Context: an optimization exercise on an open-source flow, tuned for small area, a short achievable clock period and few clock cycles per item. The choices shown serve that exercise and are no tape-out recipe. Only simulation tests tie the RTL to the original design; equivalence was not proved.

<file path="flow/config.mk">
export PLATFORM = sky130hd
export DESIGN_NAME = fpmul64
export DESIGN_NICKNAME = fpmul64
export VERILOG_FILES = /design/flow/design.v
export SDC_FILE = /design/flow/constraint.sdc
export NUM_CORES = 8
export LEC_CHECK = 0
export CAP_MARGIN = 20
export CORE_MARGIN = 2
export CORE_UTILIZATION = 40
export SLEW_MARGIN = 20
</file>
<file path="flow/constraint.sdc">
create_clock -name core_clock -period 16.0 [get_ports {clk}]
set_input_delay 3.2000 -clock core_clock [delete_from_list [all_inputs] [get_ports {clk}]]
set_output_delay 3.2000 -clock core_clock [all_outputs]
set_load 0.01 [all_outputs]
</file>
<file path="flow/design.v">
module fpmul #(
    parameter DWIDTH = 32,
    parameter EWIDTH = 8,
    parameter MWIDTH = 23
)(
    input  clk,
    input  rst,
    input  valid,
    input  [DWIDTH-1:0] a,
    input  [DWIDTH-1:0] b,
    output reg [DWIDTH-1:0] result,
    output reg [2:0] fex,   
    output reg done
);
    localparam BIAS = (1 << (EWIDTH-1)) - 1;
    localparam MAX_EXP = (1 << EWIDTH) - 1;
    reg signed [EWIDTH:0] expa_s0, expb_s0;
    reg [MWIDTH-1:0] mana_s0, manb_s0;
    reg sign_a_s0, sign_b_s0;
    reg valid_s0, valid_s1, valid_s2;
    always @(posedge clk or posedge rst) begin
        if (rst) begin
            expa_s0 <= 0; expb_s0 <= 0;
            mana_s0 <= 0; manb_s0 <= 0;
            sign_a_s0 <= 0; sign_b_s0 <= 0;
            valid_s0 <= 0;
        end else if (valid) begin
            expa_s0 <= {1'b0, a[DWIDTH-2 : MWIDTH]};
            expb_s0 <= {1'b0, b[DWIDTH-2 : MWIDTH]};
            mana_s0 <= a[MWIDTH-1:0];
            manb_s0 <= b[MWIDTH-1:0];
            sign_a_s0 <= a[DWIDTH-1];
            sign_b_s0 <= b[DWIDTH-1];
            valid_s0 <= 1;
        end else begin
            valid_s0 <= valid;
        end
    end
    wire isnan_a     = (expa_s0[EWIDTH-1:0] == MAX_EXP) && (mana_s0 != 0);
    wire isnan_b     = (expb_s0[EWIDTH-1:0] == MAX_EXP) && (manb_s0 != 0);
    wire isinf_a     = (expa_s0[EWIDTH-1:0] == MAX_EXP) && (mana_s0 == 0);
    wire isinf_b     = (expb_s0[EWIDTH-1:0] == MAX_EXP) && (manb_s0 == 0);
    wire issubnorm_a = (expa_s0[EWIDTH-1:0] == 0) && (mana_s0 != 0);
    wire issubnorm_b = (expb_s0[EWIDTH-1:0] == 0) && (manb_s0 != 0);
    wire iszero_a    = (expa_s0[EWIDTH-1:0] == 0) && (mana_s0 == 0);
    wire iszero_b    = (expb_s0[EWIDTH-1:0] == 0) && (manb_s0 == 0);
    wire [MWIDTH:0] mana_full = issubnorm_a ? {1'b0, mana_s0} : {1'b1, mana_s0};
    wire [MWIDTH:0] manb_full = issubnorm_b ? {1'b0, manb_s0} : {1'b1, manb_s0};
    function [5:0] count_leading_zeros;
        input [MWIDTH:0] mantissa;
        integer i;
        reg found;
        begin
            found = 0;
            count_leading_zeros = MWIDTH;
            for (i = MWIDTH; i >= 0; i = i - 1) begin
                if (mantissa[i] == 1'b1 && !found) begin
                    count_leading_zeros = MWIDTH - i;
                    found = 1;
                end
            end
        end
    endfunction
    function [5:0] priority_encode_product;
        input [2*(MWIDTH+1)-1:0] product;
        integer i;
        reg found;
        begin
            priority_encode_product = 1;
            found = 0;
            for (i = 2*(MWIDTH+1)-2; i >= 2*(MWIDTH+1)-2-MWIDTH; i = i - 1) begin
                if ((product[i] == 1'b1) && !found) begin
                    priority_encode_product = (2*(MWIDTH+1)-2) - i;
                    found = 1;
                end else if ((i == 2*(MWIDTH+1)-2-MWIDTH) && !found) begin
                    priority_encode_product = MWIDTH + 1;
                    found = 1;
                end
            end
        end
    endfunction
    wire [5:0] lz_count_a = issubnorm_a ? count_leading_zeros(mana_full) : 0;
    wire [5:0] lz_count_b = issubnorm_b ? count_leading_zeros(manb_full) : 0;
    wire [MWIDTH:0] mana_norm = issubnorm_a ? (mana_full << lz_count_a) : mana_full;
    wire [MWIDTH:0] manb_norm = issubnorm_b ? (manb_full << lz_count_b) : manb_full;
    wire special_case = isnan_a || isnan_b || isinf_a || isinf_b || iszero_a || iszero_b;
    reg [DWIDTH-1:0] special_result;
    reg [2:0] special_fex;
    reg special_case_s0, special_case_s1, special_case_s2;
    always @(*) begin
        special_result = 0;
        special_fex = 3'b000;
        if (isnan_a || isnan_b) begin
            special_result = {1'b0, {EWIDTH{1'b1}}, 1'b1, {(MWIDTH-1){1'b0}}};
            special_fex = 3'b000;
        end
        else if ((iszero_a && isinf_b) || (isinf_a && iszero_b)) begin
            special_result = {1'b0, {EWIDTH{1'b1}}, 1'b1, {(MWIDTH-1){1'b0}}};
            special_fex = 3'b000;
        end
        else if (isinf_a || isinf_b) begin
            special_result = {sign_a_s0 ^ sign_b_s0, {EWIDTH{1'b1}}, {MWIDTH{1'b0}}};
            special_fex = 3'b000;
        end
        else if (iszero_a || iszero_b) begin
            special_result = {sign_a_s0 ^ sign_b_s0, {(EWIDTH+MWIDTH){1'b0}}};
            special_fex = 3'b000;
        end
    end
    reg sign_result_s1;
    reg signed [EWIDTH+1:0] exp_result_s1;
    reg [2*(MWIDTH+1)-1:0] man_product_s1;
    reg [DWIDTH-1:0] special_result_s1;
    reg [2:0] special_fex_s1;
    always @(posedge clk or posedge rst) begin
        if (rst) begin
            valid_s1 <= 0;
            special_case_s1 <= 0;
            sign_result_s1 <= 0;
            exp_result_s1 <= 0;
            man_product_s1 <= 0;
            special_result_s1 <= 0;
            special_fex_s1 <= 0;
        end else begin
            valid_s1 <= valid_s0;
            special_case_s1 <= special_case;
            special_result_s1 <= special_result;
            special_fex_s1 <= special_fex;
            if (valid_s0) begin
                sign_result_s1 <= sign_a_s0 ^ sign_b_s0;
                man_product_s1 <= mana_norm * manb_norm;
                if (special_case) begin
                    exp_result_s1 <= 0;
                end else begin
                    if (issubnorm_a && issubnorm_b) begin
                        exp_result_s1 <= 0;
                    end else if (issubnorm_a) begin
                        exp_result_s1 <= expb_s0 + 1 - BIAS - lz_count_a;
                    end else if (issubnorm_b) begin
                        exp_result_s1 <= expa_s0 + 1 - BIAS - lz_count_b;
                    end else begin
                        exp_result_s1 <= expa_s0 + expb_s0 - BIAS;
                    end
                end
            end
        end
    end
    reg sign_result_s2;
    reg [EWIDTH-1:0] exp_final_s2;
    reg [MWIDTH-1:0] man_final_s2;
    reg [2:0] fex_s2;
    wire [5:0] lz_count_product;
    wire [2*(MWIDTH+1)-1:0] normalized_product;
    wire signed [EWIDTH+1:0] normalized_exp;
    wire [MWIDTH:0] mantissa_rounded;
    wire [MWIDTH:0] subnormal_mantissa;
    wire guard_bit, round_bit, sticky_bit;
    wire should_round_up;
    assign lz_count_product = priority_encode_product(man_product_s1);
    wire product_overflow = man_product_s1[2*(MWIDTH+1)-1];
    wire product_underflow = !man_product_s1[2*(MWIDTH+1)-1] && !man_product_s1[2*(MWIDTH+1)-2] && (man_product_s1 != 0);
    assign normalized_product = product_overflow ? (man_product_s1 >> 1) :
                            product_underflow ? (man_product_s1 << (lz_count_product > exp_result_s1 ? exp_result_s1[5:0] : lz_count_product)) :
                            man_product_s1;
    assign normalized_exp = product_overflow ? (exp_result_s1 + 1) :
                        product_underflow ? (exp_result_s1 - (lz_count_product > exp_result_s1 ? exp_result_s1[5:0] : lz_count_product)) :
                        exp_result_s1;
    assign mantissa_rounded = normalized_product[2*(MWIDTH+1)-2 : 2*(MWIDTH+1)-2-MWIDTH];
    assign guard_bit = normalized_product[2*(MWIDTH+1)-2-MWIDTH-1];
    assign round_bit = normalized_product[2*(MWIDTH+1)-2-MWIDTH-2];
    assign sticky_bit = |normalized_product[2*(MWIDTH+1)-2-MWIDTH-3:0];
    assign should_round_up = 0;
    wire is_subnormal = (normalized_exp <= 0);
    wire [5:0] subnormal_shift = is_subnormal ? (1 - normalized_exp) : 0;
    assign subnormal_mantissa = mantissa_rounded >> subnormal_shift;
    always @(posedge clk or posedge rst) begin
        if (rst) begin
            valid_s2 <= 0;
            special_case_s2 <= 0;
            sign_result_s2 <= 0;
            exp_final_s2 <= 0;
            man_final_s2 <= 0;
            fex_s2 <= 0;
        end else begin
            valid_s2 <= valid_s1;
            special_case_s2 <= special_case_s1;
            if (valid_s1) begin
                if (special_case_s1) begin
                    sign_result_s2 <= special_result_s1[DWIDTH-1];
                    exp_final_s2 <= special_result_s1[DWIDTH-2:MWIDTH];
                    man_final_s2 <= special_result_s1[MWIDTH-1:0];
                    fex_s2 <= special_fex_s1;
                end else begin
                    sign_result_s2 <= sign_result_s1;
                    fex_s2 <= 3'b000; 
                    if (normalized_exp >= MAX_EXP) begin
                        exp_final_s2 <= {EWIDTH{1'b1}};  
                        man_final_s2 <= {MWIDTH{1'b0}}; 
                        fex_s2 <= 3'b100; 
                    end
                    else if (normalized_exp < -(MWIDTH)) begin
                        exp_final_s2 <= {EWIDTH{1'b0}};
                        man_final_s2 <= {MWIDTH{1'b0}};
                        fex_s2 <= 3'b010;  
                    end
                    else if (is_subnormal) begin
                        exp_final_s2 <= {EWIDTH{1'b0}};
                        if (should_round_up && (subnormal_mantissa != {(MWIDTH+1){1'b1}})) begin
                            man_final_s2 <= subnormal_mantissa[MWIDTH-1:0] + 1;
                        end else begin
                            man_final_s2 <= subnormal_mantissa[MWIDTH-1:0];
                        end
                        fex_s2[1] <= 1'b1; 
                        if (guard_bit || round_bit || sticky_bit) begin
                            fex_s2[0] <= 1'b1; 
                        end
                    end
                    else begin
                        if (should_round_up) begin
                            if (mantissa_rounded == {(MWIDTH+1){1'b1}}) begin
                                if ((normalized_exp + 1) >= MAX_EXP) begin
                                    exp_final_s2 <= {EWIDTH{1'b1}};
                                    man_final_s2 <= {MWIDTH{1'b0}};
                                    fex_s2 <= 3'b100;
                                end else begin
                                    exp_final_s2 <= normalized_exp[EWIDTH-1:0] + 1;
                                    man_final_s2 <= {MWIDTH{1'b0}};
                                    fex_s2 <= 3'b001;   
                                end
                            end else begin
                                exp_final_s2 <= normalized_exp[EWIDTH-1:0];
                                man_final_s2 <= mantissa_rounded[MWIDTH-1:0] + 1;
                                fex_s2 <= 3'b1;   
                            end
                        end else begin
                            exp_final_s2 <= normalized_exp[EWIDTH-1:0];
                            man_final_s2 <= mantissa_rounded[MWIDTH-1:0];
                            if (guard_bit || round_bit || sticky_bit) begin
                                fex_s2 <= 3'b1;   
                            end
                        end
                    end
                end
            end
        end
    end
    always @(posedge clk or posedge rst) begin
        if (rst) begin
            result <= 0;
            fex <= 0;
            done <= 0;
        end else begin
            done <= valid_s2;
            if (valid_s2) begin
                result <= {sign_result_s2, exp_final_s2, man_final_s2};
                fex <= fex_s2;
            end
        end
    end
endmodule
module fpmul64 (
    input         clk,
    input         rst,
    input         valid,
    input  [63:0] a,
    input  [63:0] b,
    output [63:0] result,
    output [2:0]  fex,
    output        done
);
    fpmul #(
        .DWIDTH(64),
        .EWIDTH(11),
        .MWIDTH(52)
    ) u_mul (
        .clk(clk),
        .rst(rst),
        .valid(valid),
        .a(a),
        .b(b),
        .result(result),
        .fex(fex),
        .done(done)
    );
endmodule
</file>
<file path="flow/run.sh">
#!/bin/bash
# synth_recipe.tcl (not shown) runs the flow's synth.tcl, then flattens the netlist and writes it again
# the make line also repeats each setting of config.mk as NAME=value (left out here)
make -C /OpenROAD-flow-scripts/flow DESIGN_CONFIG=/design/flow/config.mk WORK_HOME=/design/flow/orfs CLKGATE_MAP_FILE= SYNTH_SCRIPT=/design/flow/synth_recipe.tcl finish
</file>
==> summary.txt <==
-- worst paths after layout --
path / cells after the start / from / slack [ns] / end
worst max register to register: 52 / u_mul.mana_s0[17] / 0.59 / u_mul.man_product_s1[102]
worst max-delay path: 52 / u_mul.mana_s0[17] / 0.59 / u_mul.man_product_s1[102]
max in group asynchronous: 5 / rst / 10.23 / u_mul.man_product_s1[105]
worst min-delay path: 1 / u_mul.exp_final_s2[4] / 0.48 / u_mul.result[56]
worst min register to register: 1 / u_mul.exp_final_s2[4] / 0.48 / u_mul.result[56]
min in group asynchronous: 2 / rst / 3.01 / u_mul.result[34]
-- routing by layer --
metal  track usage  vias to the layer above  wire (µm)
met3        0.0905                     1328      63600
li1              -                    46200          -
met1         0.476                    56800     224000
met5             0                        -        146
met4         0.193                       22      38800
met2         0.521                     6670     238000
-- cells by family (layout without fill, tap and decap cells) --
logic type                 after synthesis  in the layout  synth area share
AOI/OAI and AO/OA                     2021           2022             0.109
muxes                                  809            809            0.0677
and+or+nand+nor                       4598           4598             0.151
other                                    1             11         0.0000298
adders and majority gates             3153           3153             0.469
xor gates and xnor gates               166            166            0.0116
buffers and inverters                 3724           3559             0.114
DFF                                    390            390            0.0776
-- through the flow --
stage | cell area (µm²) | hold slack (ns)
final | 136000 | 0.481
after detailed placement | 134000 | 0.472
after global routing | 136000 | 0.500
after floorplan | 126000 | 0.352
after global placement | 134000 | 0.472
after CTS | 135000 | 0.475
-- registers in the layout (all words and copies together) (netlist names), 3 cells and up --
signal and count:
u_mul.man_product_s1 106, u_mul.result 64, u_mul.man_final_s2 52, u_mul.mana_s0 52, u_mul.manb_s0 52, u_mul.exp_result_s1 13
u_mul.exp_final_s2 11, u_mul.expa_s0 11, u_mul.expb_s0 11, u_mul.fex 3, u_mul.fex_s2 3, u_mul.special_result_s1 3
-- final cells by class --
class,instances,area share
inverters,2749,0.0763
well taps,4140,0.0382
clock buffers,58,0.00895
flip-flops and latches,390,0.0720
clock inverters,25,0.00203
repair buffers,727,0.0464
multi-input cells,10700,0.756
diodes,10,0.000184
-- timing repair --
action	4_1_cts	5_1_grt
setup buffers	0	8
endpoints found under the setup margin	0	20
gates resized for setup	0	26
-- cells in the final DEF (no fill, tap or decap), types with 118 or more instances in the layout --
master / instances
inv_1: 2695
fa_1: 2606
nand2_1: 2355
nor2_1: 1451
ha_1: 547
mux2i_1: 514
buf_4: 499
a21oi_1: 465
dfrtp_1: 387
o21ai_0: 353
mux2_2: 285
clkdlybuf4s50_1: 197
nand3_1: 168
xnor2_1: 118
-- worst max-delay path, delay by kind of cell (launching register included) --
family,cells,cell delay [ns]
flip-flops,1,0.47
AO/OA/AOI/OAI,16,3.97
multiplexers,2,0.71
buffers and inverters,14,2.38
XOR/XNOR,1,0.05
adder cells (fa/ha/maj),10,5.07
AND/OR/NAND/NOR,9,2.60
==> impl_results.md <==
- Status: no timing/DRC/antenna violations
- Syn Inst Count: between 10000 and 15000
- 1st-pass router iterations: 7
- Final hold violation count: 0
- Synth Cell Area: around 0.13 mm²
- DRC viols: 0
- TritonCTS clock tree: yes
- Final setup margin: just under 0.6 ns
- # IOs: 199
- Final Util: 0.434
- Non-filler instance count after layout: 18800
- Worst EP arrival: 15.93 ns
- RD Place Congestion: 1.05
- Fillers: 31300
- Syn Area/Cell: 8.46 µm²
- Most instantiated library cell after synthesis: inv_1
- Skew-Pair Late Insertion Delay: 0.67 ns
- Fin crit share: 0.963
- CTS sink cnt: 390
- Max Fanout on Critical Path: 30
- Worst Setup Path Type: register to register
- Die H: ~560 µm
- HP Class: register to register
- CTS Root Cell: clkbuf_16
- Cell taking the most area after synthesis: fa_1
- Multi-input combinational cell area: between 0.1 and 0.15 mm²
- Detail Placement HPWL: 458000 µm
- Total CTS buffers: 45
- Setup Viol. Count Final: 0
- Die footprint: ~0.32 mm²
- EDFF count, synth: 0
- FFs w/ async S/R, synth: 1.00
- Synth top area cells: fa_1 (41%), inv_1 (8.1%), dfrtp_1 (7.8%)
- Total number of H-tree levels: 2
- Crit path largest cell delay: approximately 0.7 ns
- CP startpoint kind: register
- Grt ovf: 0
- RSZ-0062 raised after global routing: no
- Post-synth top area share: 0.415
- Core ar.: 0.312 mm²
- Sequential area share after synthesis: 0.0776
- Primary FF master, synth: dfrtp_1
- Req. time, crit path: between 15 and 20 ns
- Slew @ Worst Pin: 1.29 ns
- Syn nets: around 18000
- Most frequent CP cell: fa_1
- Synthesized flop and latch total: 390
- Register area: 0.00977 mm²
- Via count: ~110k
- Initial Utilization: 0.403
- Proportion of layout cells with a drive suffix above 1: 0.0784
- Tot GR Track Use: 0.354
- Placed Cells: 18700
- Slew Limit Headroom: 0.138
- Total routed wirelength: approximately 570000 µm
- Initial antenna violation count: 28
- Core Rows: 205
- Die Width: 565 µm
- # hold bufs at CTS: 0
- Vias/cell: 5.89
- Peak Freq: 64.9 MHz
- # port buffers: 198
- Yosys warns: 1
- Clock buffer depth: 3
- Sum Neg Setup Slack: 0 ns
- Placement Setup Slack: 0.251 ns
- Slew Limit Fails: 0
- Post-DR wirelength/cell: 30.0 µm
- Vias in the first global route: 113000
- Post-synth top cells: inv_1 (2701), fa_1 (2606), nand2_1 (2358)
- Setup Skew: 0.0528 ns
- Final #Nets: between 15000 and 20000
- Final ANT Viol Nets: 0
- Setup crit end kind: register
- Max_cap viols: 0
- Clock-pin slew on the worst setup and hold paths: 0.06 ns
- Crit path time final: 15.41 ns
- Area growth syn-to-layout: 7.89%
- DR iter-0 viols: ~12000
- First-pass GRT wire length: 818000 µm
- Distinct cell type count of the synthesized netlist: 120
- Cell with the largest stage delay on the worst path: or4_1
- Largest net degree at the start of global routing: 96
Testbench counts, summed over its fixed seeds: cycles 32,024, items 32,000.

## static timing again, ports no longer ideal
The flow's constraints put no driver on any port. The routed layout listed below was extracted and timed again, unchanged, in two steps.
Step 1 (the two cells are an assumption about what drives the block):
set clk [get_ports {clk}]
set_driving_cell -lib_cell sky130_fd_sc_hd__clkbuf_16 $clk
set_driving_cell -lib_cell sky130_fd_sc_hd__buf_2 [delete_from_list [all_inputs] $clk]
Step 2 adds t to the input delays and takes it off the output delays; t is the mean of the earliest and latest rising clock arrival at the registers after step 1. Input paths then give back, and output paths get back, about the clock's delay inside the block.
a / b / c = ideal ports / drivers / drivers and shift; a / b = the first two.
shift t [ns]: 0.742
setup WS [ns]: 0.588 / 0.588 / 0.588
hold slack, ns: 0.481 / 0.481 / 0.481
worst setup path at the end: register to register
slew at the worst register clock pin (ns): 0.07 / 0.07
After both steps setup and hold are still met in this run. For this run, drivers alone change the setup slack by 0.000 ns; drivers and shift together by 0.000 ns.
